This design comes from an exercise in tuning for small area, a short achievable clock period and few clock cycles per item on the open sky130 flow, not from production work. Only simulation tests tie the RTL to the original design; equivalence was not proved.

## flow/design.v (module list and top-level ports; edited modules follow where they fit)
// module fa: 4 lines
// module psel: 3 lines
// module pnor: 3 lines
// module xr: 3 lines
// module conv_krow: 3434 lines
// module conv_m1: 133 lines
// module conv_s2: 52 lines
// module conv_kc_a: 217 lines
// module conv_kc_b: 160 lines
// module conv_layer: 120 lines
module conv_layer # (parameter KERNEL_SIZE = 5,
                     parameter IMGCOL      = 10,
                     parameter IMGROW      = 10,
                     parameter DATA_WIDTH  = 8,
                     parameter KDATA_WIDTH = 8,
                     parameter ACTIVATION  = "RELU")
(
   input  logic                   clk,
   input  logic                   rst,
   input  logic [IMGROW*IMGCOL*DATA_WIDTH-1:0]           image,
   input  logic [KERNEL_SIZE*KERNEL_SIZE*KDATA_WIDTH-1:0] kernel,
   output logic [(IMGROW-KERNEL_SIZE+1)*(IMGCOL-KERNEL_SIZE+1)*DATA_WIDTH-1:0] conv_out,
   output logic                   layer_done_out
);
  // ...
==> flow/run.sh <==
#!/bin/bash
# synth_recipe.tcl (not shown) runs the flow's synth.tcl, then flattens the netlist and writes it again
# the make line also repeats each setting of config.mk as NAME=value (left out here)
make -C /OpenROAD-flow-scripts/flow DESIGN_CONFIG=/design/flow/config.mk WORK_HOME=/design/flow/orfs CLKGATE_MAP_FILE= SYNTH_SCRIPT=/design/flow/synth_recipe.tcl finish
==> flow/config.mk <==
export PLATFORM = sky130hd
export DESIGN_NAME = conv_layer
export DESIGN_NICKNAME = conv_layer
export VERILOG_FILES = /design/flow/design.v
export SDC_FILE = /design/flow/constraint.sdc
export NUM_CORES = 4
export LEC_CHECK = 0
export CAP_MARGIN = 20
export CORE_MARGIN = 2
export CORE_UTILIZATION = 45
export PLACE_DENSITY = 0.6
export SLEW_MARGIN = 20
export SYNTH_HIERARCHICAL = 1
==> flow/constraint.sdc <==
create_clock -name core_clock -period 30.0 [get_ports {clk}]
set_input_delay 6.0000 -clock core_clock [delete_from_list [all_inputs] [get_ports {clk}]]
set_output_delay 6.0000 -clock core_clock [all_outputs]
set_load 0.01 [all_outputs]
==> impl_metrics.tcl, run 1 <==
set metrics [dict create \
    die_y_um 733 \
    cts_root_buf "clkbuf_16" \
    rows 267 \
    grt_pass1_vias 205888 \
    synth_area_leader_cell "fa_1" \
    status "finished clean" \
    io_pins 1291 \
    ys_seq_elements 1425 \
    core_um2 529000 \
    multi_input_cells 17932 \
    clk_latency_ps 1020 \
    wl_met3_mm 255 \
    largest_reg_flops 400 \
    hold_path_depth 1 \
    slew_headroom 0.138 \
    reg2reg_slack_ps 22020 \
    grtUsageTotal 0.502 \
    dp_hpwl_mm 1050 \
    postCtsSetupBuffers 0 \
    path_max_fanout 2 \
    slew_violations 0 \
    avgViaCountPerCell 7.08 \
    synth_top_area_frac 0.464 \
    num_vias 204089 \
    synth_compound_area_frac 0.134 \
    nWellTaps 6994 \
    hp-class "reg2reg" \
    die_x_um 733 \
    hold_start "cnt[0]" \
    hold_buffers 0 \
    arrival_ps 8890 \
    bufAreaShareNonClock 0.0667 \
    syn_inst 20725 \
    min_to "cnt[0]" \
    first_iter_violations 34077 \
    ys_seq_area_frac 0.131 \
    finish.utilization 0.499 \
    antenna_cells 136 \
    cts_buffers 180 \
]
Testbench counts, summed over its fixed seeds: cycles 768, frames 96.
==> module conv_m1, before the edit <==
module conv_m1 (
   input  logic [22:0] ps0,
   input  logic [22:0] ps1,
   input  logic [22:0] ps2,
   input  logic [22:0] ps3,
   input  logic [22:0] ps4,
   output logic [45:0] mid
);
wire ms0, mc0, ms1, mc1, ms2, mc2, ms3, mc3, ms4, mc4, ms5, mc5, ms6, mc6, ms7, mc7;
wire ms8, mc8, ms9, mc9, ms10, mc10, ms11, mc11, ms12, mc12, ms13, mc13, ms14, mc14, ms15, mc15;
wire ms16, mc16, ms17, mc17, ms18, mc18, ms19, mc19, ms20, mc20, ms21, mc21, ms22, mc22, ms23, mc23;
wire ms24, mc24, ms25, mc25, ms26, mc26, ms27, mc27, ms28, mc28, ms29, mc29, ms30, mc30, ms31, mc31;
wire ms32, mc32, ms33, mc33, ms34, mc34, ms35, mc35, ms36, mc36, ms37, mc37, ms38, mc38, ms39, mc39;
wire ms40, mc40, ms41, mc41, ms42, mc42, ms43, mc43, ms44, mc44, ms45, mc45, ms46, mc46, ms47, mc47;
wire ms48, mc48, ms49, mc49, ms50, mc50, ms51, mc51, ms52, mc52, ms53, mc53, ms54, mc54, ms55, mc55;
wire ms56, mc56, ms57, mc57, ms58, mc58, ms59, mc59, ms60, mc60, ms61, mc61, ms62, mc62, ms63, mc63;
wire ms64, mc64, ms65, mc65, ms66, mc66, ms67, mc67, ms68, mc68;
fa u_ms0 (.a(ps0[0]), .b(ps1[0]), .c(ps2[0]), .s(ms0), .co(mc0));
fa u_ms1 (.a(ps3[0]), .b(ps4[0]), .c(ms0), .s(ms1), .co(mc1));
fa u_ms2 (.a(ps0[1]), .b(ps1[1]), .c(ps2[1]), .s(ms2), .co(mc2));
fa u_ms3 (.a(ps3[1]), .b(ps4[1]), .c(mc0), .s(ms3), .co(mc3));
fa u_ms4 (.a(mc1), .b(ms2), .c(ms3), .s(ms4), .co(mc4));
fa u_ms5 (.a(ps0[2]), .b(ps1[2]), .c(ps2[2]), .s(ms5), .co(mc5));
fa u_ms6 (.a(ps3[2]), .b(ps4[2]), .c(mc2), .s(ms6), .co(mc6));
fa u_ms7 (.a(mc3), .b(ms5), .c(mc4), .s(ms7), .co(mc7));
fa u_ms8 (.a(ps0[3]), .b(ps1[3]), .c(ps2[3]), .s(ms8), .co(mc8));
fa u_ms9 (.a(ps3[3]), .b(ps4[3]), .c(ps0[4]), .s(ms9), .co(mc9));
fa u_ms10 (.a(ps1[4]), .b(ps2[4]), .c(ps3[4]), .s(ms10), .co(mc10));
fa u_ms11 (.a(ps4[4]), .b(mc5), .c(ms8), .s(ms11), .co(mc11));
fa u_ms12 (.a(mc6), .b(ms9), .c(ms10), .s(ms12), .co(mc12));
fa u_ms13 (.a(mc7), .b(ms11), .c(ms12), .s(ms13), .co(mc13));
fa u_ms14 (.a(ps0[5]), .b(ps1[5]), .c(ps2[5]), .s(ms14), .co(mc14));
fa u_ms15 (.a(ps3[5]), .b(ps4[5]), .c(ps0[6]), .s(ms15), .co(mc15));
fa u_ms16 (.a(ps1[6]), .b(ps2[6]), .c(ps3[6]), .s(ms16), .co(mc16));
fa u_ms17 (.a(ps4[6]), .b(mc8), .c(mc9), .s(ms17), .co(mc17));
fa u_ms18 (.a(mc10), .b(ms14), .c(ms15), .s(ms18), .co(mc18));
fa u_ms19 (.a(ms16), .b(mc11), .c(mc12), .s(ms19), .co(mc19));
fa u_ms20 (.a(ms17), .b(ms18), .c(mc13), .s(ms20), .co(mc20));
fa u_ms21 (.a(mc14), .b(ps0[7]), .c(ps1[7]), .s(ms21), .co(mc21));
fa u_ms22 (.a(ps2[7]), .b(ps3[7]), .c(ps4[7]), .s(ms22), .co(mc22));
fa u_ms23 (.a(mc15), .b(mc16), .c(mc17), .s(ms23), .co(mc23));
fa u_ms24 (.a(mc18), .b(ms21), .c(ms22), .s(ms24), .co(mc24));
fa u_ms25 (.a(mc19), .b(ms23), .c(ms24), .s(ms25), .co(mc25));
fa u_ms26 (.a(ps0[8]), .b(ps1[8]), .c(ps2[8]), .s(ms26), .co(mc26));
fa u_ms27 (.a(ps3[8]), .b(ps4[8]), .c(ps0[9]), .s(ms27), .co(mc27));
fa u_ms28 (.a(ps1[9]), .b(ps2[9]), .c(ps3[9]), .s(ms28), .co(mc28));
fa u_ms29 (.a(ps4[9]), .b(mc21), .c(mc22), .s(ms29), .co(mc29));
fa u_ms30 (.a(ms26), .b(ms27), .c(ms28), .s(ms30), .co(mc30));
fa u_ms31 (.a(mc23), .b(mc24), .c(ms29), .s(ms31), .co(mc31));
fa u_ms32 (.a(ms30), .b(mc25), .c(ms31), .s(ms32), .co(mc32));
fa u_ms33 (.a(mc26), .b(ps0[10]), .c(ps1[10]), .s(ms33), .co(mc33));
fa u_ms34 (.a(ps2[10]), .b(ps3[10]), .c(ps4[10]), .s(ms34), .co(mc34));
fa u_ms35 (.a(mc27), .b(mc28), .c(mc29), .s(ms35), .co(mc35));
fa u_ms36 (.a(mc30), .b(ms33), .c(ms34), .s(ms36), .co(mc36));
fa u_ms37 (.a(mc31), .b(ms35), .c(ms36), .s(ms37), .co(mc37));
fa u_ms38 (.a(ps0[11]), .b(ps1[11]), .c(ps2[11]), .s(ms38), .co(mc38));
fa u_ms39 (.a(ps3[11]), .b(ps4[11]), .c(mc33), .s(ms39), .co(mc39));
fa u_ms40 (.a(mc34), .b(mc35), .c(mc36), .s(ms40), .co(mc40));
fa u_ms41 (.a(ms38), .b(ms39), .c(mc37), .s(ms41), .co(mc41));
fa u_ms42 (.a(ps0[12]), .b(ps1[12]), .c(ps2[12]), .s(ms42), .co(mc42));
fa u_ms43 (.a(ps3[12]), .b(ps4[12]), .c(mc38), .s(ms43), .co(mc43));
fa u_ms44 (.a(mc39), .b(mc40), .c(ms42), .s(ms44), .co(mc44));
fa u_ms45 (.a(ps0[13]), .b(ps1[13]), .c(ps2[13]), .s(ms45), .co(mc45));
fa u_ms46 (.a(ps3[13]), .b(ps4[13]), .c(mc42), .s(ms46), .co(mc46));
fa u_ms47 (.a(ps0[15]), .b(ps1[15]), .c(ps2[15]), .s(ms47), .co(mc47));
fa u_ms48 (.a(ps3[15]), .b(ps4[15]), .c(ms47), .s(ms48), .co(mc48));
fa u_ms49 (.a(ps0[17]), .b(ps1[17]), .c(ps2[17]), .s(ms49), .co(mc49));
fa u_ms50 (.a(ps3[17]), .b(ps4[17]), .c(mc47), .s(ms50), .co(mc50));
fa u_ms51 (.a(mc48), .b(ms49), .c(ms50), .s(ms51), .co(mc51));
fa u_ms52 (.a(ps0[18]), .b(ps1[18]), .c(ps2[18]), .s(ms52), .co(mc52));
fa u_ms53 (.a(ps3[18]), .b(ps4[18]), .c(ms52), .s(ms53), .co(mc53));
fa u_ms54 (.a(ps0[19]), .b(ps1[19]), .c(ps2[19]), .s(ms54), .co(mc54));
fa u_ms55 (.a(ps3[19]), .b(ps4[19]), .c(ms53), .s(ms55), .co(mc55));
fa u_ms56 (.a(mc49), .b(mc50), .c(ms54), .s(ms56), .co(mc56));
fa u_ms57 (.a(ps0[20]), .b(ps1[20]), .c(ps2[20]), .s(ms57), .co(mc57));
fa u_ms58 (.a(ps3[20]), .b(ps4[20]), .c(mc52), .s(ms58), .co(mc58));
fa u_ms59 (.a(mc53), .b(ms57), .c(ms58), .s(ms59), .co(mc59));
fa u_ms60 (.a(mc54), .b(mc55), .c(ms59), .s(ms60), .co(mc60));
fa u_ms61 (.a(ps0[21]), .b(ps1[21]), .c(ps2[21]), .s(ms61), .co(mc61));
fa u_ms62 (.a(ps3[21]), .b(ps4[21]), .c(ms61), .s(ms62), .co(mc62));
fa u_ms63 (.a(ms62), .b(ps0[22]), .c(ps1[22]), .s(ms63), .co(mc63));
fa u_ms64 (.a(ps2[22]), .b(ps3[22]), .c(ps4[22]), .s(ms64), .co(mc64));
fa u_ms65 (.a(mc57), .b(mc58), .c(ms63), .s(ms65), .co(mc65));
fa u_ms66 (.a(ms64), .b(mc59), .c(ms65), .s(ms66), .co(mc66));
fa u_ms67 (.a(mc61), .b(mc62), .c(mc63), .s(ms67), .co(mc67));
fa u_ms68 (.a(mc64), .b(mc65), .c(ms67), .s(ms68), .co(mc68));
assign mid[0] = ms1;    
assign mid[1] = ms4;    
assign mid[2] = ms6;    
assign mid[3] = ms7;    
assign mid[4] = ms13;    
assign mid[5] = ms19;    
assign mid[6] = ms20;    
assign mid[7] = mc20;    
assign mid[8] = ms25;    
assign mid[9] = ms32;    
assign mid[10] = mc32;    
assign mid[11] = ms37;    
assign mid[12] = ms40;    
assign mid[13] = ms41;    
assign mid[14] = ms43;    
assign mid[15] = mc41;    
assign mid[16] = ms44;    
assign mid[17] = mc43;    
assign mid[18] = mc44;    
assign mid[19] = ms45;    
assign mid[20] = ms46;    
assign mid[21] = ps0[14];    
assign mid[22] = ps1[14];    
assign mid[23] = ps2[14];    
assign mid[24] = ps3[14];    
assign mid[25] = ps4[14];    
assign mid[26] = mc45;    
assign mid[27] = mc46;    
assign mid[28] = ms48;    
assign mid[29] = ps0[16];    
assign mid[30] = ps1[16];    
assign mid[31] = ps2[16];    
assign mid[32] = ps3[16];    
assign mid[33] = ps4[16];    
assign mid[34] = ms51;    
assign mid[35] = ms55;    
assign mid[36] = mc51;    
assign mid[37] = ms56;    
assign mid[38] = mc56;    
assign mid[39] = ms60;    
assign mid[40] = mc60;    
assign mid[41] = ms66;    
assign mid[42] = mc66;    
assign mid[43] = ms68;    
assign mid[44] = mc67;    
assign mid[45] = mc68;    
endmodule
==> module conv_s2, before the edit <==
module conv_s2 (
   input  logic [45:0]  mid,
   input  logic [20:0]  kc,     
   output logic [7:0]   feature
);
wire bs0, bc0, bs1, bc1, bs2, bc2, bs3, bc3, bs4, bc4, bs5, bc5, bs6, bc6, bs7, bc7;
wire bs8, bc8, bs9, bc9, bs10, bc10, bs11, bc11, bs12, bc12, bs13, bc13, bs14, bc14, bs15, bc15;
wire bs16, bc16, bs17, bc17, bs18, bc18, bs19, bc19, bs20, bc20, bs21, bc21, bs22, bc22, bs23, bc23;
wire bs24, bc24, bs25, bc25, bs26, bc26, bs27, bc27, bs28, bc28, bs29, bc29, bs30, bc30, bs31, bc31;
wire bs32, bc32, bs33, bc33, bs34, bc34, bs35, bc35, bs36, bc36;
fa u_bs0 (.a(mid[2]), .b(mid[3]), .c(kc[2]), .s(bs0), .co(bc0));
fa u_bs1 (.a(mid[4]), .b(kc[3]), .c(bc0), .s(bs1), .co(bc1));
fa u_bs2 (.a(mid[5]), .b(mid[6]), .c(kc[4]), .s(bs2), .co(bc2));
fa u_bs3 (.a(mid[7]), .b(mid[8]), .c(kc[5]), .s(bs3), .co(bc3));
fa u_bs4 (.a(mid[9]), .b(kc[6]), .c(bc3), .s(bs4), .co(bc4));
fa u_bs5 (.a(mid[10]), .b(mid[11]), .c(kc[7]), .s(bs5), .co(bc5));
fa u_bs6 (.a(mid[12]), .b(mid[13]), .c(kc[8]), .s(bs6), .co(bc6));
fa u_bs7 (.a(mid[14]), .b(mid[15]), .c(mid[16]), .s(bs7), .co(bc7));
fa u_bs8 (.a(kc[9]), .b(bc6), .c(bs7), .s(bs8), .co(bc8));
fa u_bs9 (.a(mid[17]), .b(mid[18]), .c(mid[19]), .s(bs9), .co(bc9));
fa u_bs10 (.a(mid[20]), .b(kc[10]), .c(bc7), .s(bs10), .co(bc10));
fa u_bs11 (.a(bs9), .b(bc8), .c(bs10), .s(bs11), .co(bc11));
fa u_bs12 (.a(mid[21]), .b(mid[22]), .c(mid[23]), .s(bs12), .co(bc12));
fa u_bs13 (.a(mid[24]), .b(mid[25]), .c(mid[26]), .s(bs13), .co(bc13));
fa u_bs14 (.a(mid[27]), .b(kc[11]), .c(bc9), .s(bs14), .co(bc14));
fa u_bs15 (.a(bs12), .b(bs13), .c(bc10), .s(bs15), .co(bc15));
fa u_bs16 (.a(bs14), .b(bc11), .c(bs15), .s(bs16), .co(bc16));
fa u_bs17 (.a(mid[28]), .b(mid[29]), .c(mid[30]), .s(bs17), .co(bc17));
fa u_bs18 (.a(mid[31]), .b(mid[32]), .c(mid[33]), .s(bs18), .co(bc18));
fa u_bs19 (.a(kc[12]), .b(bc12), .c(bc13), .s(bs19), .co(bc19));
fa u_bs20 (.a(bs17), .b(bs18), .c(bc14), .s(bs20), .co(bc20));
fa u_bs21 (.a(bs19), .b(bc15), .c(bs20), .s(bs21), .co(bc21));
fa u_bs22 (.a(mid[34]), .b(kc[13]), .c(bc17), .s(bs22), .co(bc22));
fa u_bs23 (.a(bc18), .b(bc19), .c(bs22), .s(bs23), .co(bc23));
fa u_bs24 (.a(bc20), .b(bs23), .c(bc21), .s(bs24), .co(bc24));
fa u_bs25 (.a(mid[35]), .b(mid[36]), .c(mid[37]), .s(bs25), .co(bc25));
fa u_bs26 (.a(kc[14]), .b(bs25), .c(bc22), .s(bs26), .co(bc26));
fa u_bs27 (.a(bc23), .b(bs26), .c(bc24), .s(bs27), .co(bc27));
fa u_bs28 (.a(mid[38]), .b(mid[39]), .c(kc[15]), .s(bs28), .co(bc28));
fa u_bs29 (.a(bc25), .b(bs28), .c(bc26), .s(bs29), .co(bc29));
fa u_bs30 (.a(mid[40]), .b(mid[41]), .c(kc[16]), .s(bs30), .co(bc30));
fa u_bs31 (.a(bc28), .b(bs30), .c(bc29), .s(bs31), .co(bc31));
fa u_bs32 (.a(mid[42]), .b(mid[43]), .c(kc[17]), .s(bs32), .co(bc32));
fa u_bs33 (.a(bc30), .b(bs32), .c(bc31), .s(bs33), .co(bc33));
fa u_bs34 (.a(mid[44]), .b(mid[45]), .c(kc[18]), .s(bs34), .co(bc34));
fa u_bs35 (.a(bc32), .b(bs34), .c(bc33), .s(bs35), .co(bc35));
fa u_bs36 (.a(kc[19]), .b(bc34), .c(bc35), .s(bs36), .co(bc36));
wire [20:0] ra = {kc[20], bs36, bs35, bs33, bs31, bs29, bs27, bs24, bc16, bs16, bs11, bs8, bc5, bs5, bs4, bc2, bs2, bs1, bs0, mid[1], mid[0]};
wire [20:0] rb = {bc36, 1'b0, 1'b0, 1'b0, 1'b0, bc27, 1'b0, 1'b0, bs21, 1'b0, 1'b0, 1'b0, bs6, bc4, 1'b0, bs3, bc1, 1'b0, 1'b0, kc[1], kc[0]};
wire [20:0] sum = ra + rb;
assign feature = sum[20] ? 8'd0 : sum[13:6];
endmodule
==> module conv_layer, before the edit <==
module conv_layer # (parameter KERNEL_SIZE = 5,
                     parameter IMGCOL      = 10,
                     parameter IMGROW      = 10,
                     parameter DATA_WIDTH  = 8,
                     parameter KDATA_WIDTH = 8,
                     parameter ACTIVATION  = "RELU")
(
   input  logic                   clk,
   input  logic                   rst,
   input  logic [IMGROW*IMGCOL*DATA_WIDTH-1:0]           image,
   input  logic [KERNEL_SIZE*KERNEL_SIZE*KDATA_WIDTH-1:0] kernel,
   output logic [(IMGROW-KERNEL_SIZE+1)*(IMGCOL-KERNEL_SIZE+1)*DATA_WIDTH-1:0] conv_out,
   output logic                   layer_done_out
);
localparam OR   = IMGROW-KERNEL_SIZE+1;    
localparam OC   = IMGCOL-KERNEL_SIZE+1;    
localparam RW   = IMGCOL*DATA_WIDTH;       
localparam OW   = OC*DATA_WIDTH;           
localparam NT   = KERNEL_SIZE*KERNEL_SIZE;
localparam NB1  = 23;                     
localparam NKP  = 136;                     
localparam NB   = 46;      
localparam LAST = OR+1;                    
logic [2:0] cnt;
logic       done;
always_ff @(posedge clk or negedge rst) begin
   if (~rst) begin
      cnt  <= 3'd0;
      done <= 1'b0;
   end else begin
      cnt  <= (cnt == LAST) ? 3'd0 : cnt + 3'd1;
      done <= (cnt == LAST);
   end
end
assign layer_done_out = done;
logic [KERNEL_SIZE-1:0][RW-1:0] win_n;
logic [RW-1:0] next_row;
always_comb begin
   case (cnt)
      3'd1:    next_row = image[5*RW +: RW];
      3'd2:    next_row = image[6*RW +: RW];
      3'd3:    next_row = image[7*RW +: RW];
      3'd4:    next_row = image[8*RW +: RW];
      3'd5:    next_row = image[9*RW +: RW];
      default: next_row = image[4*RW +: RW];
   endcase
end
always_ff @(posedge clk) begin
   for (int i = 0; i < KERNEL_SIZE-1; i++)
      win_n[i] <= (cnt == 3'd0) ? ~image[i*RW +: RW] : win_n[i+1];
   win_n[KERNEL_SIZE-1] <= ~next_row;
end
logic [4*NT-1:0] one_d, two_d, neg_d, one_n, two_n, neg;
always_comb begin
   for (int t = 0; t < NT; t++) begin
      logic [7:0] k;
      logic [8:0] e;
      k = kernel[t*8 +: 8];
      if (k == 8'h80) k = 8'h00;
      e = {k, 1'b0};
      for (int j = 0; j < 4; j++) begin
         one_d[t*4+j] = ~(e[2*j+1] ^ e[2*j]);
         two_d[t*4+j] = ~((e[2*j+2] & ~e[2*j+1] & ~e[2*j]) | (~e[2*j+2] & e[2*j+1] & e[2*j]));
         neg_d[t*4+j] = e[2*j+2] & ~(e[2*j+1] & e[2*j]);
      end
   end
end
always_ff @(posedge clk) begin
   one_n <= one_d;
   two_n <= two_d;
   neg   <= neg_d;
end
logic [NKP-1:0] kp, kpreg;
logic [20:0] kc, kcreg;
conv_kc_a u_kc_a (.neg(neg_d), .one_n(one_d), .two_n(two_d), .kp(kp));
conv_kc_b u_kc_b (.kp(kpreg), .kc(kc));
always_ff @(posedge clk) begin
   kpreg <= kp;
   kcreg <= kc;
end
logic [KERNEL_SIZE-1:0][OC*NB1-1:0] ps;
genvar i, c;
generate
   for (i = 0; i < KERNEL_SIZE; i++) begin : g_krow
      conv_krow u_krow (
         .pn    (win_n[i]),
         .one_n (one_n[i*20 +: 20]),
         .two_n (two_n[i*20 +: 20]),
         .neg   (neg[i*20 +: 20]),
         .ps    (ps[i])
      );
   end
endgenerate
logic [OW-1:0] row_out;
logic [OC-1:0][NB-1:0] mid, midreg;
generate
   for (c = 0; c < OC; c++) begin : g_col
      conv_m1 u_m1 (
         .ps0 (ps[0][c*NB1 +: NB1]),
         .ps1 (ps[1][c*NB1 +: NB1]),
         .ps2 (ps[2][c*NB1 +: NB1]),
         .ps3 (ps[3][c*NB1 +: NB1]),
         .ps4 (ps[4][c*NB1 +: NB1]),
         .mid (mid[c])
      );
      conv_s2 u_s2 (
         .mid     (midreg[c]),
         .kc      (kcreg),
         .feature (row_out[c*DATA_WIDTH +: DATA_WIDTH])
      );
   end
endgenerate
always_ff @(posedge clk) midreg <= mid;
logic [OR-1:0][OW-1:0] oreg;
always_ff @(posedge clk) begin
   for (int r = 0; r < OR; r++)
      if (cnt == r+2) oreg[r] <= row_out;
end
assign conv_out = oreg;
endmodule
==> run 2, diff against run 1 <==
--- a/flow/design.v
+++ b/flow/design.v
@@ -2,6 +2,10 @@
    assign s  = a ^ b ^ c;
    assign co = (a & b) | (a & c) | (b & c);
 endmodule
+module ha (input logic a, input logic b, output logic s, output logic co);
+   assign s  = a ^ b;
+   assign co = a & b;
+endmodule
 module psel (input logic one_n, input logic pa_n, input logic two_n, input logic pb_n, output logic m);
    assign m = ~((one_n | pa_n) & (two_n | pb_n));
 endmodule
@@ -3451,7 +3455,7 @@
    input  logic [22:0] ps2,
    input  logic [22:0] ps3,
    input  logic [22:0] ps4,
-   output logic [45:0] mid
+   output logic [54:0] mid
 );
 wire ms0, mc0, ms1, mc1, ms2, mc2, ms3, mc3, ms4, mc4, ms5, mc5, ms6, mc6, ms7, mc7;
 wire ms8, mc8, ms9, mc9, ms10, mc10, ms11, mc11, ms12, mc12, ms13, mc13, ms14, mc14, ms15, mc15;
@@ -3460,8 +3464,7 @@
 wire ms32, mc32, ms33, mc33, ms34, mc34, ms35, mc35, ms36, mc36, ms37, mc37, ms38, mc38, ms39, mc39;
 wire ms40, mc40, ms41, mc41, ms42, mc42, ms43, mc43, ms44, mc44, ms45, mc45, ms46, mc46, ms47, mc47;
 wire ms48, mc48, ms49, mc49, ms50, mc50, ms51, mc51, ms52, mc52, ms53, mc53, ms54, mc54, ms55, mc55;
-wire ms56, mc56, ms57, mc57, ms58, mc58, ms59, mc59, ms60, mc60, ms61, mc61, ms62, mc62, ms63, mc63;
-wire ms64, mc64, ms65, mc65, ms66, mc66, ms67, mc67, ms68, mc68;
+wire ms56, mc56, ms57, mc57, ms58, mc58, ms59, mc59;
 fa u_ms0 (.a(ps0[0]), .b(ps1[0]), .c(ps2[0]), .s(ms0), .co(mc0));
 fa u_ms1 (.a(ps3[0]), .b(ps4[0]), .c(ms0), .s(ms1), .co(mc1));
 fa u_ms2 (.a(ps0[1]), .b(ps1[1]), .c(ps2[1]), .s(ms2), .co(mc2));
@@ -3503,34 +3506,25 @@
 fa u_ms38 (.a(ps0[11]), .b(ps1[11]), .c(ps2[11]), .s(ms38), .co(mc38));
 fa u_ms39 (.a(ps3[11]), .b(ps4[11]), .c(mc33), .s(ms39), .co(mc39));
 fa u_ms40 (.a(mc34), .b(mc35), .c(mc36), .s(ms40), .co(mc40));
-fa u_ms41 (.a(ms38), .b(ms39), .c(mc37), .s(ms41), .co(mc41));
-fa u_ms42 (.a(ps0[12]), .b(ps1[12]), .c(ps2[12]), .s(ms42), .co(mc42));
-fa u_ms43 (.a(ps3[12]), .b(ps4[12]), .c(mc38), .s(ms43), .co(mc43));
-fa u_ms44 (.a(mc39), .b(mc40), .c(ms42), .s(ms44), .co(mc44));
-fa u_ms45 (.a(ps0[13]), .b(ps1[13]), .c(ps2[13]), .s(ms45), .co(mc45));
-fa u_ms46 (.a(ps3[13]), .b(ps4[13]), .c(mc42), .s(ms46), .co(mc46));
-fa u_ms47 (.a(ps0[15]), .b(ps1[15]), .c(ps2[15]), .s(ms47), .co(mc47));
-fa u_ms48 (.a(ps3[15]), .b(ps4[15]), .c(ms47), .s(ms48), .co(mc48));
-fa u_ms49 (.a(ps0[17]), .b(ps1[17]), .c(ps2[17]), .s(ms49), .co(mc49));
-fa u_ms50 (.a(ps3[17]), .b(ps4[17]), .c(mc47), .s(ms50), .co(mc50));
-fa u_ms51 (.a(mc48), .b(ms49), .c(ms50), .s(ms51), .co(mc51));
-fa u_ms52 (.a(ps0[18]), .b(ps1[18]), .c(ps2[18]), .s(ms52), .co(mc52));
-fa u_ms53 (.a(ps3[18]), .b(ps4[18]), .c(ms52), .s(ms53), .co(mc53));
-fa u_ms54 (.a(ps0[19]), .b(ps1[19]), .c(ps2[19]), .s(ms54), .co(mc54));
-fa u_ms55 (.a(ps3[19]), .b(ps4[19]), .c(ms53), .s(ms55), .co(mc55));
-fa u_ms56 (.a(mc49), .b(mc50), .c(ms54), .s(ms56), .co(mc56));
-fa u_ms57 (.a(ps0[20]), .b(ps1[20]), .c(ps2[20]), .s(ms57), .co(mc57));
-fa u_ms58 (.a(ps3[20]), .b(ps4[20]), .c(mc52), .s(ms58), .co(mc58));
-fa u_ms59 (.a(mc53), .b(ms57), .c(ms58), .s(ms59), .co(mc59));
-fa u_ms60 (.a(mc54), .b(mc55), .c(ms59), .s(ms60), .co(mc60));
-fa u_ms61 (.a(ps0[21]), .b(ps1[21]), .c(ps2[21]), .s(ms61), .co(mc61));
-fa u_ms62 (.a(ps3[21]), .b(ps4[21]), .c(ms61), .s(ms62), .co(mc62));
-fa u_ms63 (.a(ms62), .b(ps0[22]), .c(ps1[22]), .s(ms63), .co(mc63));
-fa u_ms64 (.a(ps2[22]), .b(ps3[22]), .c(ps4[22]), .s(ms64), .co(mc64));
-fa u_ms65 (.a(mc57), .b(mc58), .c(ms63), .s(ms65), .co(mc65));
-fa u_ms66 (.a(ms64), .b(mc59), .c(ms65), .s(ms66), .co(mc66));
-fa u_ms67 (.a(mc61), .b(mc62), .c(mc63), .s(ms67), .co(mc67));
-fa u_ms68 (.a(mc64), .b(mc65), .c(ms67), .s(ms68), .co(mc68));
+fa u_ms41 (.a(ps0[12]), .b(ps1[12]), .c(ps2[12]), .s(ms41), .co(mc41));
+fa u_ms42 (.a(ps3[12]), .b(ps4[12]), .c(mc38), .s(ms42), .co(mc42));
+fa u_ms43 (.a(ps0[15]), .b(ps1[15]), .c(ps2[15]), .s(ms43), .co(mc43));
+fa u_ms44 (.a(ps3[15]), .b(ps4[15]), .c(ms43), .s(ms44), .co(mc44));
+fa u_ms45 (.a(ps0[17]), .b(ps1[17]), .c(ps2[17]), .s(ms45), .co(mc45));
+fa u_ms46 (.a(ps3[17]), .b(ps4[17]), .c(mc43), .s(ms46), .co(mc46));
+fa u_ms47 (.a(ps0[18]), .b(ps1[18]), .c(ps2[18]), .s(ms47), .co(mc47));
+fa u_ms48 (.a(ps3[18]), .b(ps4[18]), .c(ms47), .s(ms48), .co(mc48));
+fa u_ms49 (.a(ps0[19]), .b(ps1[19]), .c(ps2[19]), .s(ms49), .co(mc49));
+fa u_ms50 (.a(ps3[19]), .b(ps4[19]), .c(ms48), .s(ms50), .co(mc50));
+fa u_ms51 (.a(ps0[20]), .b(ps1[20]), .c(ps2[20]), .s(ms51), .co(mc51));
+fa u_ms52 (.a(ps3[20]), .b(ps4[20]), .c(mc47), .s(ms52), .co(mc52));
+fa u_ms53 (.a(mc48), .b(ms51), .c(ms52), .s(ms53), .co(mc53));
+fa u_ms54 (.a(ps0[21]), .b(ps1[21]), .c(ps2[21]), .s(ms54), .co(mc54));
+fa u_ms55 (.a(ps3[21]), .b(ps4[21]), .c(ms54), .s(ms55), .co(mc55));
+fa u_ms56 (.a(ms55), .b(ps0[22]), .c(ps1[22]), .s(ms56), .co(mc56));
+fa u_ms57 (.a(ps2[22]), .b(ps3[22]), .c(ps4[22]), .s(ms57), .co(mc57));
+fa u_ms58 (.a(mc51), .b(mc52), .c(ms56), .s(ms58), .co(mc58));
+fa u_ms59 (.a(mc54), .b(mc55), .c(mc56), .s(ms59), .co(mc59));
 assign mid[0] = ms1;    
 assign mid[1] = ms4;    
 assign mid[2] = ms6;    
@@ -3543,101 +3537,126 @@
 assign mid[9] = ms32;    
 assign mid[10] = mc32;    
 assign mid[11] = ms37;    
-assign mid[12] = ms40;    
-assign mid[13] = ms41;    
-assign mid[14] = ms43;    
-assign mid[15] = mc41;    
-assign mid[16] = ms44;    
-assign mid[17] = mc43;    
-assign mid[18] = mc44;    
-assign mid[19] = ms45;    
-assign mid[20] = ms46;    
-assign mid[21] = ps0[14];    
-assign mid[22] = ps1[14];    
-assign mid[23] = ps2[14];    
-assign mid[24] = ps3[14];    
-assign mid[25] = ps4[14];    
-assign mid[26] = mc45;    
-assign mid[27] = mc46;    
-assign mid[28] = ms48;    
-assign mid[29] = ps0[16];    
-assign mid[30] = ps1[16];    
-assign mid[31] = ps2[16];    
-assign mid[32] = ps3[16];    
-assign mid[33] = ps4[16];    
-assign mid[34] = ms51;    
-assign mid[35] = ms55;    
-assign mid[36] = mc51;    
-assign mid[37] = ms56;    
-assign mid[38] = mc56;    
-assign mid[39] = ms60;    
-assign mid[40] = mc60;    
-assign mid[41] = ms66;    
-assign mid[42] = mc66;    
-assign mid[43] = ms68;    
-assign mid[44] = mc67;    
-assign mid[45] = mc68;    
+assign mid[12] = ms38;    
+assign mid[13] = ms39;    
+assign mid[14] = mc37;    
+assign mid[15] = ms40;    
+assign mid[16] = mc39;    
+assign mid[17] = mc40;    
+assign mid[18] = ms41;    
+assign mid[19] = ms42;    
+assign mid[20] = ps0[13];    
+assign mid[21] = ps1[13];    
+assign mid[22] = ps2[13];    
+assign mid[23] = ps3[13];    
+assign mid[24] = ps4[13];    
+assign mid[25] = mc41;    
+assign mid[26] = mc42;    
+assign mid[27] = ps0[14];    
+assign mid[28] = ps1[14];    
+assign mid[29] = ps2[14];    
+assign mid[30] = ps3[14];    
+assign mid[31] = ps4[14];    
+assign mid[32] = ms44;    
+assign mid[33] = ps0[16];    
+assign mid[34] = ps1[16];    
+assign mid[35] = ps2[16];    
+assign mid[36] = ps3[16];    
+assign mid[37] = ps4[16];    
+assign mid[38] = mc44;    
+assign mid[39] = ms45;    
+assign mid[40] = ms46;    
+assign mid[41] = mc45;    
+assign mid[42] = mc46;    
+assign mid[43] = ms49;    
+assign mid[44] = ms50;    
+assign mid[45] = mc49;    
+assign mid[46] = mc50;    
+assign mid[47] = ms53;    
+assign mid[48] = ms57;    
+assign mid[49] = mc53;    
+assign mid[50] = ms58;    
+assign mid[51] = mc57;    
+assign mid[52] = mc58;    
+assign mid[53] = ms59;    
+assign mid[54] = mc59;    
 endmodule
 module conv_s2 (
-   input  logic [45:0]  mid,
+   input  logic [54:0]  mid,
    input  logic [20:0]  kc,     
    output logic [7:0]   feature
 );
-wire bs0, bc0, bs1, bc1, bs2, bc2, bs3, bc3, bs4, bc4, bs5, bc5, bs6, bc6, bs7, bc7;
+wire bs0, bc0, bh1, bg1, bs2, bc2, bs3, bc3, bh4, bg4, bs5, bc5, bs6, bc6, bs7, bc7;
 wire bs8, bc8, bs9, bc9, bs10, bc10, bs11, bc11, bs12, bc12, bs13, bc13, bs14, bc14, bs15, bc15;
-wire bs16, bc16, bs17, bc17, bs18, bc18, bs19, bc19, bs20, bc20, bs21, bc21, bs22, bc22, bs23, bc23;
-wire bs24, bc24, bs25, bc25, bs26, bc26, bs27, bc27, bs28, bc28, bs29, bc29, bs30, bc30, bs31, bc31;
-wire bs32, bc32, bs33, bc33, bs34, bc34, bs35, bc35, bs36, bc36;
+wire bs16, bc16, bs17, bc17, bs18, bc18, bs19, bc19, bh20, bg20, bs21, bc21, bs22, bc22, bs23, bc23;
+wire bs24, bc24, bs25, bc25, bs26, bc26, bs27, bc27, bs28, bc28, bh29, bg29, bs30, bc30, bs31, bc31;
+wire bs32, bc32, bh33, bg33, bs34, bc34, bs35, bc35, bs36, bc36, bs37, bc37, bs38, bc38, bh39, bg39;
+wire bs40, bc40, bs41, bc41, bh42, bg42, bs43, bc43, bh44, bg44, bh45, bg45;
 fa u_bs0 (.a(mid[2]), .b(mid[3]), .c(kc[2]), .s(bs0), .co(bc0));
-fa u_bs1 (.a(mid[4]), .b(kc[3]), .c(bc0), .s(bs1), .co(bc1));
+ha u_bh1 (.a(mid[4]), .b(kc[3]), .s(bh1), .co(bg1));
 fa u_bs2 (.a(mid[5]), .b(mid[6]), .c(kc[4]), .s(bs2), .co(bc2));
 fa u_bs3 (.a(mid[7]), .b(mid[8]), .c(kc[5]), .s(bs3), .co(bc3));
-fa u_bs4 (.a(mid[9]), .b(kc[6]), .c(bc3), .s(bs4), .co(bc4));
+ha u_bh4 (.a(mid[9]), .b(kc[6]), .s(bh4), .co(bg4));
 fa u_bs5 (.a(mid[10]), .b(mid[11]), .c(kc[7]), .s(bs5), .co(bc5));
-fa u_bs6 (.a(mid[12]), .b(mid[13]), .c(kc[8]), .s(bs6), .co(bc6));
-fa u_bs7 (.a(mid[14]), .b(mid[15]), .c(mid[16]), .s(bs7), .co(bc7));
-fa u_bs8 (.a(kc[9]), .b(bc6), .c(bs7), .s(bs8), .co(bc8));
-fa u_bs9 (.a(mid[17]), .b(mid[18]), .c(mid[19]), .s(bs9), .co(bc9));
-fa u_bs10 (.a(mid[20]), .b(kc[10]), .c(bc7), .s(bs10), .co(bc10));
-fa u_bs11 (.a(bs9), .b(bc8), .c(bs10), .s(bs11), .co(bc11));
-fa u_bs12 (.a(mid[21]), .b(mid[22]), .c(mid[23]), .s(bs12), .co(bc12));
-fa u_bs13 (.a(mid[24]), .b(mid[25]), .c(mid[26]), .s(bs13), .co(bc13));
-fa u_bs14 (.a(mid[27]), .b(kc[11]), .c(bc9), .s(bs14), .co(bc14));
-fa u_bs15 (.a(bs12), .b(bs13), .c(bc10), .s(bs15), .co(bc15));
-fa u_bs16 (.a(bs14), .b(bc11), .c(bs15), .s(bs16), .co(bc16));
-fa u_bs17 (.a(mid[28]), .b(mid[29]), .c(mid[30]), .s(bs17), .co(bc17));
-fa u_bs18 (.a(mid[31]), .b(mid[32]), .c(mid[33]), .s(bs18), .co(bc18));
-fa u_bs19 (.a(kc[12]), .b(bc12), .c(bc13), .s(bs19), .co(bc19));
-fa u_bs20 (.a(bs17), .b(bs18), .c(bc14), .s(bs20), .co(bc20));
-fa u_bs21 (.a(bs19), .b(bc15), .c(bs20), .s(bs21), .co(bc21));
-fa u_bs22 (.a(mid[34]), .b(kc[13]), .c(bc17), .s(bs22), .co(bc22));
-fa u_bs23 (.a(bc18), .b(bc19), .c(bs22), .s(bs23), .co(bc23));
-fa u_bs24 (.a(bc20), .b(bs23), .c(bc21), .s(bs24), .co(bc24));
-fa u_bs25 (.a(mid[35]), .b(mid[36]), .c(mid[37]), .s(bs25), .co(bc25));
-fa u_bs26 (.a(kc[14]), .b(bs25), .c(bc22), .s(bs26), .co(bc26));
-fa u_bs27 (.a(bc23), .b(bs26), .c(bc24), .s(bs27), .co(bc27));
-fa u_bs28 (.a(mid[38]), .b(mid[39]), .c(kc[15]), .s(bs28), .co(bc28));
-fa u_bs29 (.a(bc25), .b(bs28), .c(bc26), .s(bs29), .co(bc29));
-fa u_bs30 (.a(mid[40]), .b(mid[41]), .c(kc[16]), .s(bs30), .co(bc30));
-fa u_bs31 (.a(bc28), .b(bs30), .c(bc29), .s(bs31), .co(bc31));
-fa u_bs32 (.a(mid[42]), .b(mid[43]), .c(kc[17]), .s(bs32), .co(bc32));
-fa u_bs33 (.a(bc30), .b(bs32), .c(bc31), .s(bs33), .co(bc33));
-fa u_bs34 (.a(mid[44]), .b(mid[45]), .c(kc[18]), .s(bs34), .co(bc34));
-fa u_bs35 (.a(bc32), .b(bs34), .c(bc33), .s(bs35), .co(bc35));
-fa u_bs36 (.a(kc[19]), .b(bc34), .c(bc35), .s(bs36), .co(bc36));
-wire [20:0] ra = {kc[20], bs36, bs35, bs33, bs31, bs29, bs27, bs24, bc16, bs16, bs11, bs8, bc5, bs5, bs4, bc2, bs2, bs1, bs0, mid[1], mid[0]};
-wire [20:0] rb = {bc36, 1'b0, 1'b0, 1'b0, 1'b0, bc27, 1'b0, 1'b0, bs21, 1'b0, 1'b0, 1'b0, bs6, bc4, 1'b0, bs3, bc1, 1'b0, 1'b0, kc[1], kc[0]};
+fa u_bs6 (.a(mid[12]), .b(mid[13]), .c(mid[14]), .s(bs6), .co(bc6));
+fa u_bs7 (.a(mid[15]), .b(kc[8]), .c(bc5), .s(bs7), .co(bc7));
+fa u_bs8 (.a(mid[16]), .b(mid[17]), .c(mid[18]), .s(bs8), .co(bc8));
+fa u_bs9 (.a(mid[19]), .b(kc[9]), .c(bc6), .s(bs9), .co(bc9));
+fa u_bs10 (.a(bs8), .b(bc7), .c(bs9), .s(bs10), .co(bc10));
+fa u_bs11 (.a(mid[20]), .b(mid[21]), .c(mid[22]), .s(bs11), .co(bc11));
+fa u_bs12 (.a(mid[23]), .b(mid[24]), .c(mid[25]), .s(bs12), .co(bc12));
+fa u_bs13 (.a(mid[26]), .b(kc[10]), .c(bc8), .s(bs13), .co(bc13));
+fa u_bs14 (.a(bs11), .b(bs12), .c(bc9), .s(bs14), .co(bc14));
+fa u_bs15 (.a(bs13), .b(bc10), .c(bs14), .s(bs15), .co(bc15));
+fa u_bs16 (.a(mid[27]), .b(mid[28]), .c(mid[29]), .s(bs16), .co(bc16));
+fa u_bs17 (.a(mid[30]), .b(mid[31]), .c(kc[11]), .s(bs17), .co(bc17));
+fa u_bs18 (.a(bc11), .b(bc12), .c(bs16), .s(bs18), .co(bc18));
+fa u_bs19 (.a(bs17), .b(bc13), .c(bs18), .s(bs19), .co(bc19));
+ha u_bh20 (.a(bc14), .b(bs19), .s(bh20), .co(bg20));
+fa u_bs21 (.a(mid[32]), .b(mid[33]), .c(mid[34]), .s(bs21), .co(bc21));
+fa u_bs22 (.a(mid[35]), .b(mid[36]), .c(mid[37]), .s(bs22), .co(bc22));
+fa u_bs23 (.a(kc[12]), .b(bc16), .c(bc17), .s(bs23), .co(bc23));
+fa u_bs24 (.a(bs21), .b(bs22), .c(bc18), .s(bs24), .co(bc24));
+fa u_bs25 (.a(bs23), .b(bc19), .c(bs24), .s(bs25), .co(bc25));
+fa u_bs26 (.a(mid[38]), .b(mid[39]), .c(mid[40]), .s(bs26), .co(bc26));
+fa u_bs27 (.a(kc[13]), .b(bc21), .c(bc22), .s(bs27), .co(bc27));
+fa u_bs28 (.a(bs26), .b(bc23), .c(bs27), .s(bs28), .co(bc28));
+ha u_bh29 (.a(bc24), .b(bs28), .s(bh29), .co(bg29));
+fa u_bs30 (.a(mid[41]), .b(mid[42]), .c(mid[43]), .s(bs30), .co(bc30));
+fa u_bs31 (.a(mid[44]), .b(kc[14]), .c(bc26), .s(bs31), .co(bc31));
+fa u_bs32 (.a(bs30), .b(bc27), .c(bs31), .s(bs32), .co(bc32));
+ha u_bh33 (.a(bc28), .b(bs32), .s(bh33), .co(bg33));
+fa u_bs34 (.a(mid[45]), .b(mid[46]), .c(mid[47]), .s(bs34), .co(bc34));
+fa u_bs35 (.a(kc[15]), .b(bc30), .c(bs34), .s(bs35), .co(bc35));
+fa u_bs36 (.a(bc31), .b(bs35), .c(bc32), .s(bs36), .co(bc36));
+fa u_bs37 (.a(mid[48]), .b(mid[49]), .c(mid[50]), .s(bs37), .co(bc37));
+fa u_bs38 (.a(kc[16]), .b(bc34), .c(bs37), .s(bs38), .co(bc38));
+ha u_bh39 (.a(bc35), .b(bs38), .s(bh39), .co(bg39));
+fa u_bs40 (.a(mid[51]), .b(mid[52]), .c(mid[53]), .s(bs40), .co(bc40));
+fa u_bs41 (.a(kc[17]), .b(bc37), .c(bs40), .s(bs41), .co(bc41));
+ha u_bh42 (.a(bc38), .b(bs41), .s(bh42), .co(bg42));
+fa u_bs43 (.a(mid[54]), .b(kc[18]), .c(bc40), .s(bs43), .co(bc43));
+ha u_bh44 (.a(bc41), .b(bs43), .s(bh44), .co(bg44));
+ha u_bh45 (.a(kc[19]), .b(bc43), .s(bh45), .co(bg45));
+wire [20:0] ra = {kc[20], bh45, bh44, bg39, bh39, bg33, bg29, bh29, bg20, bc15, bs15, bs10, bs6, bg4, bh4, bc2, bg1, bh1, bs0, mid[1], mid[0]};
+wire [20:0] rb = {bg45, bg44, bg42, bh42, bc36, bs36, bh33, bc25, bs25, bh20, 1'b0, 1'b0, bs7, bs5, bc3, bs3, bs2, bc0, 1'b0, kc[1], kc[0]};
 wire [20:0] sum = ra + rb;
 assign feature = sum[20] ? 8'd0 : sum[13:6];
 endmodule
 module conv_kc_a (
-   input  logic [99:0] neg,
+   input  logic [99:0] neg_n,
    input  logic [99:0] one_n,
    input  logic [99:0] two_n,
    output logic [135:0] kp
 );
-wire [99:0] n1 = neg & ~one_n;
-wire [99:0] n2 = neg & ~two_n;
+wire [99:0] n1, n2;
+genvar g;
+generate
+   for (g = 0; g < 100; g++) begin : g_n
+      pnor u_n1 (.a_n(neg_n[g]), .b_n(one_n[g]), .m(n1[g]));
+      pnor u_n2 (.a_n(neg_n[g]), .b_n(two_n[g]), .m(n2[g]));
+   end
+endgenerate
 wire ks0, kc0, ks1, kc1, ks2, kc2, ks3, kc3, ks4, kc4, ks5, kc5, ks6, kc6, ks7, kc7;
 wire ks8, kc8, ks9, kc9, ks10, kc10, ks11, kc11, ks12, kc12, ks13, kc13, ks14, kc14, ks15, kc15;
 wire ks16, kc16, ks17, kc17, ks18, kc18, ks19, kc19, ks20, kc20, ks21, kc21, ks22, kc22, ks23, kc23;
@@ -3852,9 +3871,9 @@
    output logic [20:0] kc
 );
 wire qs0, qc0, qs1, qc1, qs2, qc2, qs3, qc3, qs4, qc4, qs5, qc5, qs6, qc6, qs7, qc7;
-wire qs8, qc8, qs9, qc9, qs10, qc10, qs11, qc11, qs12, qc12, qs13, qc13, qs14, qc14, qs15, qc15;
+wire qs8, qc8, qs9, qc9, qs10, qc10, qs11, qc11, qs12, qc12, qh13, qg13, qs14, qc14, qs15, qc15;
 wire qs16, qc16, qs17, qc17, qs18, qc18, qs19, qc19, qs20, qc20, qs21, qc21, qs22, qc22, qs23, qc23;
-wire qs24, qc24, qs25, qc25, qs26, qc26, qs27, qc27, qs28, qc28, qs29, qc29, qs30, qc30, qs31, qc31;
+wire qs24, qc24, qs25, qc25, qh26, qg26, qs27, qc27, qs28, qc28, qs29, qc29, qs30, qc30, qs31, qc31;
 wire qs32, qc32, qs33, qc33, qs34, qc34, qs35, qc35, qs36, qc36, qs37, qc37, qs38, qc38, qs39, qc39;
 wire qs40, qc40, qs41, qc41, qs42, qc42, qs43, qc43, qs44, qc44, qs45, qc45, qs46, qc46, qs47, qc47;
 wire qs48, qc48, qs49, qc49, qs50, qc50, qs51, qc51, qs52, qc52, qs53, qc53, qs54, qc54, qs55, qc55;
@@ -3865,7 +3884,7 @@
 wire qs88, qc88, qs89, qc89, qs90, qc90, qs91, qc91, qs92, qc92, qs93, qc93, qs94, qc94, qs95, qc95;
 wire qs96, qc96, qs97, qc97, qs98, qc98, qs99, qc99, qs100, qc100, qs101, qc101, qs102, qc102, qs103, qc103;
 wire qs104, qc104, qs105, qc105, qs106, qc106, qs107, qc107, qs108, qc108, qs109, qc109, qs110, qc110, qs111, qc111;
-wire qs112, qc112, qs113, qc113, qs114, qc114, qs115, qc115, qs116, qc116, qs117, qc117, qs118, qc118;
+wire qs112, qc112, qs113, qc113, qs114, qc114, qs115, qc115, qh116, qg116, qs117, qc117, qh118, qg118;
 fa u_qs0 (.a(kp[0]), .b(kp[1]), .c(kp[2]), .s(qs0), .co(qc0));
 fa u_qs1 (.a(kp[3]), .b(kp[4]), .c(kp[5]), .s(qs1), .co(qc1));
 fa u_qs2 (.a(kp[6]), .b(kp[7]), .c(kp[8]), .s(qs2), .co(qc2));
@@ -3879,7 +3898,7 @@
 fa u_qs10 (.a(qc1), .b(qc2), .c(qs4), .s(qs10), .co(qc10));
 fa u_qs11 (.a(qs5), .b(qs6), .c(qs7), .s(qs11), .co(qc11));
 fa u_qs12 (.a(qs8), .b(qc3), .c(qs9), .s(qs12), .co(qc12));
-fa u_qs13 (.a(qs10), .b(qs11), .c(qs12), .s(qs13), .co(qc13));
+ha u_qh13 (.a(qs10), .b(qs11), .s(qh13), .co(qg13));
 fa u_qs14 (.a(kp[26]), .b(kp[27]), .c(kp[28]), .s(qs14), .co(qc14));
 fa u_qs15 (.a(kp[29]), .b(kp[30]), .c(kp[31]), .s(qs15), .co(qc15));
 fa u_qs16 (.a(kp[32]), .b(kp[33]), .c(kp[34]), .s(qs16), .co(qc16));
@@ -3891,8 +3910,8 @@
 fa u_qs22 (.a(qs16), .b(qs17), .c(qs18), .s(qs22), .co(qc22));
 fa u_qs23 (.a(qc9), .b(qc10), .c(qc11), .s(qs23), .co(qc23));
 fa u_qs24 (.a(qs19), .b(qs20), .c(qs21), .s(qs24), .co(qc24));
-fa u_qs25 (.a(qs22), .b(qc12), .c(qs23), .s(qs25), .co(qc25));
-fa u_qs26 (.a(qs24), .b(qc13), .c(qs25), .s(qs26), .co(qc26));
+fa u_qs25 (.a(qs22), .b(qg13), .c(qc12), .s(qs25), .co(qc25));
+ha u_qh26 (.a(qs23), .b(qs24), .s(qh26), .co(qg26));
 fa u_qs27 (.a(kp[43]), .b(kp[44]), .c(kp[45]), .s(qs27), .co(qc27));
 fa u_qs28 (.a(kp[46]), .b(kp[47]), .c(kp[48]), .s(qs28), .co(qc28));
 fa u_qs29 (.a(kp[49]), .b(kp[50]), .c(kp[51]), .s(qs29), .co(qc29));
@@ -3906,7 +3925,7 @@
 fa u_qs37 (.a(qc22), .b(qs32), .c(qs33), .s(qs37), .co(qc37));
 fa u_qs38 (.a(qs34), .b(qs35), .c(qc23), .s(qs38), .co(qc38));
 fa u_qs39 (.a(qc24), .b(qs36), .c(qs37), .s(qs39), .co(qc39));
-fa u_qs40 (.a(qc25), .b(qs38), .c(qs39), .s(qs40), .co(qc40));
+fa u_qs40 (.a(qc25), .b(qg26), .c(qs38), .s(qs40), .co(qc40));
 fa u_qs41 (.a(kp[60]), .b(kp[61]), .c(kp[62]), .s(qs41), .co(qc41));
 fa u_qs42 (.a(kp[63]), .b(kp[64]), .c(kp[65]), .s(qs42), .co(qc42));
 fa u_qs43 (.a(kp[66]), .b(kp[67]), .c(kp[68]), .s(qs43), .co(qc43));
@@ -3982,29 +4001,29 @@
 fa u_qs113 (.a(qc104), .b(qc105), .c(qc106), .s(qs113), .co(qc113));
 fa u_qs114 (.a(qc107), .b(qs112), .c(qc108), .s(qs114), .co(qc114));
 fa u_qs115 (.a(qs113), .b(qc109), .c(qs114), .s(qs115), .co(qc115));
-fa u_qs116 (.a(qc110), .b(qs115), .c(qc111), .s(qs116), .co(qc116));
+ha u_qh116 (.a(qc110), .b(qs115), .s(qh116), .co(qg116));
 fa u_qs117 (.a(qc112), .b(qc113), .c(qc114), .s(qs117), .co(qc117));
-fa u_qs118 (.a(qc115), .b(qs117), .c(qc116), .s(qs118), .co(qc118));
-wire ls0, lc0, ls1, lc1, ls2, lc2, ls3, lc3, ls4, lc4, ls5, lc5, ls6, lc6, ls7, lc7;
-wire ls8, lc8, ls9, lc9, ls10, lc10, ls11, lc11, ls12, lc12, ls13, lc13, ls14, lc14, ls15, lc15;
-fa u_ls0 (.a(1'b1), .b(~qs3), .c(qs111), .s(ls0), .co(lc0));
-fa u_ls1 (.a(1'b1), .b(1'b1), .c(~qs13), .s(ls1), .co(lc1));
-fa u_ls2 (.a(ls1), .b(qs116), .c(lc0), .s(ls2), .co(lc2));
-fa u_ls3 (.a(1'b1), .b(lc1), .c(~qs26), .s(ls3), .co(lc3));
-fa u_ls4 (.a(ls3), .b(qs118), .c(lc2), .s(ls4), .co(lc4));
-fa u_ls5 (.a(~qc26), .b(~qs40), .c(qc117), .s(ls5), .co(lc5));
-fa u_ls6 (.a(lc3), .b(ls5), .c(qc118), .s(ls6), .co(lc6));
-fa u_ls7 (.a(1'b1), .b(~qs55), .c(lc5), .s(ls7), .co(lc7));
-fa u_ls8 (.a(~qc55), .b(~qs70), .c(lc7), .s(ls8), .co(lc8));
-fa u_ls9 (.a(~qc70), .b(~qs85), .c(lc8), .s(ls9), .co(lc9));
-fa u_ls10 (.a(~qc85), .b(~qs100), .c(lc9), .s(ls10), .co(lc10));
-fa u_ls11 (.a(1'b1), .b(~qs111), .c(lc10), .s(ls11), .co(lc11));
-fa u_ls12 (.a(1'b1), .b(~qs116), .c(lc11), .s(ls12), .co(lc12));
-fa u_ls13 (.a(1'b1), .b(~qs118), .c(lc12), .s(ls13), .co(lc13));
-fa u_ls14 (.a(~qc117), .b(~qc118), .c(lc13), .s(ls14), .co(lc14));
-fa u_ls15 (.a(1'b1), .b(1'b1), .c(lc14), .s(ls15), .co(lc15));
-wire [20:0] ra = {ls15, ls14, ls13, ls12, ls11, ls10, ls9, ls8, ls7, lc4, ls4, ls2, ls0, qc85, qc70, qc55, qs55, qc26, qs26, qs13, qs3};
-wire [20:0] rb = {1'b0, 1'b0, 1'b0, 1'b0, 1'b0, 1'b0, 1'b0, 1'b0, lc6, ls6, 1'b0, 1'b0, 1'b0, qs100, qs85, qs70, 1'b0, qs40, 1'b0, 1'b0, 1'b0};
+ha u_qh118 (.a(qc115), .b(qs117), .s(qh118), .co(qg118));
+wire lh0, lg0, ls1, lc1, ls2, lc2, ls3, lc3, ls4, lc4, ls5, lc5, ls6, lc6, ls7, lc7;
+wire lh8, lg8, lh9, lg9, lh10, lg10, ls11, lc11, lh12, lg12, lh13, lg13, lh14, lg14, lh15, lg15;
+ha u_lh0 (.a(1'b1), .b(~qs3), .s(lh0), .co(lg0));
+fa u_ls1 (.a(1'b1), .b(~qh13), .c(lg0), .s(ls1), .co(lc1));
+fa u_ls2 (.a(~qs12), .b(ls1), .c(qh116), .s(ls2), .co(lc2));
+fa u_ls3 (.a(lc1), .b(~qh26), .c(~qs25), .s(ls3), .co(lc3));
+fa u_ls4 (.a(ls3), .b(qh118), .c(qg116), .s(ls4), .co(lc4));
+fa u_ls5 (.a(~qs39), .b(lc3), .c(~qs40), .s(ls5), .co(lc5));
+fa u_ls6 (.a(qc117), .b(ls5), .c(qg118), .s(ls6), .co(lc6));
+fa u_ls7 (.a(1'b1), .b(lc5), .c(~qs55), .s(ls7), .co(lc7));
+ha u_lh8 (.a(~qc55), .b(~qs70), .s(lh8), .co(lg8));
+ha u_lh9 (.a(~qc70), .b(~qs85), .s(lh9), .co(lg9));
+ha u_lh10 (.a(~qc85), .b(~qs100), .s(lh10), .co(lg10));
+fa u_ls11 (.a(1'b1), .b(lg10), .c(~qs111), .s(ls11), .co(lc11));
+ha u_lh12 (.a(~qh116), .b(~qc111), .s(lh12), .co(lg12));
+ha u_lh13 (.a(~qh118), .b(~qg116), .s(lh13), .co(lg13));
+ha u_lh14 (.a(~qc117), .b(~qg118), .s(lh14), .co(lg14));
+ha u_lh15 (.a(1'b1), .b(1'b1), .s(lh15), .co(lg15));
+wire [20:0] ra = {lh15, lh14, lh13, lh12, ls11, lg9, lg8, lh8, ls7, lc4, lc2, qc111, lh0, qc85, qc70, qc55, qs55, qs39, qh26, qh13, qs3};
+wire [20:0] rb = {lg14, lg13, lg12, lc11, 1'b0, lh10, lh9, lc7, lc6, ls6, ls4, ls2, qs111, qs100, qs85, qs70, 1'b0, qs40, qs25, qs12, 1'b0};
 assign kc = ra + rb;
 endmodule
 module conv_layer # (parameter KERNEL_SIZE = 5,
@@ -4028,7 +4047,7 @@
 localparam NT   = KERNEL_SIZE*KERNEL_SIZE;
 localparam NB1  = 23;                     
 localparam NKP  = 136;                     
-localparam NB   = 46;      
+localparam NB   = 55;      
 localparam LAST = OR+1;                    
 logic [2:0] cnt;
 logic       done;
@@ -4081,7 +4100,7 @@
 end
 logic [NKP-1:0] kp, kpreg;
 logic [20:0] kc, kcreg;
-conv_kc_a u_kc_a (.neg(neg_d), .one_n(one_d), .two_n(two_d), .kp(kp));
+conv_kc_a u_kc_a (.neg_n(~neg_d), .one_n(one_d), .two_n(two_d), .kp(kp));
 conv_kc_b u_kc_b (.kp(kpreg), .kc(kc));
 always_ff @(posedge clk) begin
    kpreg <= kp;
==> impl_metrics.tcl, run 2 <==
set metrics [dict create \
    place_worst_setup_slack_ps 21170 \
    path_max_fanout 3 \
    period_needed_ps 8060 \
    cts_sinks 1479 \
    worstMarginPinSlew_ps 1390 \
    regMostFlops "win_n" \
    grt_start_max_net_pins 100 \
    synth_area_leader_cell "fa_1" \
    io_pins 1291 \
    synth_ff_type "dfxtp_1" \
    setup_tns_ps 0 \
    die_area_um2 539000 \
    arrival_ps 8910 \
    drtAntennaViolNets 0 \
    yosys_warnings 7 \
    syn_inst 21096 \
    final_common_cell "fa_1" \
    grtUsageTotal 0.503 \
    hold_viol 0 \
    avgSynthCellArea_um2 11.4 \
    holdWs_ps 561 \
    first_iter_violations 35214 \
    slew_violations 0 \
    ys_seq_elements 1479 \
    rows 268 \
    clock_skew_ps 94.6 \
    netlist_area_um2 240000 \
    reg.largest.list "win_n x400, midreg x330, oreg x288" \
    num_vias 207901 \
    place.gp.congestion 1.13 \
    finalWirelength_mm 1380 \
    clockBufferDepth 4 \
    setup_viol 0 \
    setup_slack_ps 21940 \
    slew_headroom 0.0729 \
    largest_reg_flops 400 \
    core_um2 532000 \
    area_growth_pct 10.3 \
    max_freq_mhz 124 \
    avgViaCountPerCell 7.12 \
    grt_pass1_wl_mm 1830 \
    drc 0 \
    synth-edff-count 288 \
    grt_overflow_total 0 \
    cts_tree "yes" \
    postCtsSetupBuffers 0 \
    layout.nets 28551 \
    synthTopCellsByArea "fa_1 46%, xor2_1 18%, o22ai_1 11%" \
    initial_core_util 0.451 \
    critPathKind "in2reg" \
    port_buffers 1290 \
    cts-resized-gates 0 \
    status "finished clean" \
    synth.distinct_cells 75 \
    dp_hpwl_mm 1060 \
    crit_required_ps 30860 \
    clk_latency_ps 1020 \
    rsz0062_at_grt "no" \
    cts_root_buf "clkbuf_16" \
    antenna_found_initial 188 \
    hold_buffers 0 \
    mostFrequentLayoutCells "5480 x fa_1, 4821 x xor2_1, 4201 x o22ai_1" \
    ys_seq_area_frac 0.136 \
    cts.htree.levels 4 \
    die_y_um 734 \
    end_kind "register" \
    synthArstFlopShare 0.00270 \
    synth.top_cells.by_count "5480 x fa_1, 4821 x xor2_1, 4201 x o22ai_1" \
    clk_pin_slew_ps 60 \
    synth.most_common_cell "fa_1" \
    wl_per_cell_um 47.3 \
    fin_crit_sh 0.269 \
    synth_top_area_frac 0.457 \
    layout-drive-gt1-share 0.0636 \
    die_x_um 734 \
    firstDrtPassIters 13 \
    hp-class "reg2reg" \
    grt_pass1_vias 209169 \
    cts_buffers 187 \
    start_kind "input port" \
    num-fill-cells 48485 \
    maxCapViolations 0 \
]
-- run 2: per-module statistics from Yosys, one instance, submodules excluded, excerpt --
module | flip-flops and latches | area [um2]
ha | 0 | 12.5
conv_kc_a | 0 | 1020
psel | 0 | 6.26
conv_krow | 0 | 1040
fa | 0 | 20.0
conv_kc_b | 0 | 1090
conv_m1 | 0 | 413
pnor | 0 | 3.75
-- run 2: layer usage --
layer,routed length (um),vias to the layer above,GRT usage
li1,-,74860,-
met1,453000,105097,0.576
met2,503000,22122,0.638
met3,266000,5684,0.329
met4,156000,138,0.417
met5,3340,-,0.0355
-- run 2: kinds of logic after synthesis --
kind of cell    count (synthesis)  share of synthesized area
fa+ha+maj                    5690                      0.468
compound gates               5209                      0.136
xor+xnor                     4895                      0.179
simple gates                 2254                     0.0377
buf+inv                      1567                     0.0433
flops                        1479                      0.136
other cells                     1                  0.0000156
mux                             1                  0.0000417
-- run 2: critical path: stages --
cell	delay [ps]
clkdlybuf4s50_1	980
nor2_1	380
nand3_1	200
o311ai_0	640
nor2_1	160
fa_1	510
-- run 2: stage by stage --
stage	instances	instance area, um2	utilization
6_report	29200	264000	0.497
5_1_grt	29120	264000	0.497
4_1_cts	29033	264000	0.496
3_5_place_dp	28689	257000	0.484
3_3_place_gp	28689	257000	0.484
2_1_floorplan	21101	240000	-
-- run 2: final cells by class --
cell class                 count  area (um2)  area share
inverter                     230         863     0.00326
tap                         7020        8780      0.0332
antenna                      166         415     0.00157
clock inverter               110        1440     0.00543
timing repair buffer        1906       17500      0.0664
sequential                  1479       33200       0.126
multi-input combinational  18055      197000       0.745
clock buffer                 234        5150      0.0195
-- run 2: worst paths after layout --
| check | start | cells after the start | endpoint | slack, ps |
|---|---|---|---|---|
| min in group asynchronous | rst | 1 | done | 5320 |
| hold / removal | cnt[0] | 1 | cnt[0] | 560 |
| setup / recovery | kernel[146] | 6 | kpreg[126] | 21940 |
| max in group asynchronous | rst | 1 | cnt[2] | 24400 |
| hold reg to reg | cnt[0] | 1 | cnt[0] | 560 |
| setup reg to reg | neg[7] | 12 | midreg[102] | 22250 |
Testbench counts of run 2, summed over its fixed seeds: cycles 768, frames 96.

-- afterwards: timing with drivers on the ports --
The results above use ideal ports. As a check the final layouts listed here were re-extracted and re-timed, cells and wires unchanged. Step 1 assumes that a clkbuf_16 drives the clock port and a buf_2 every other input. Step 2, shift: input delay + t, output delay - t, t = (earliest + latest rising clock arrival at the registers) / 2. This alone moves slack from input paths to output paths. a / b / c = ideal / step 1 / step 2; a / b = the first two.
run | shift t [ns] | setup slack, ns | worst register clock-pin slew, ns
run 1 | 1.109 | 22.022 / 21.937 / 21.117 | 0.08 / 0.08
run 2 | 1.114 | 21.942 / 21.939 / 20.937 | 0.08 / 0.08
After both steps every run listed still meets setup and hold. For run 2, which loses most, drivers alone change the setup slack by -0.003 ns; drivers and shift together by -1.005 ns.
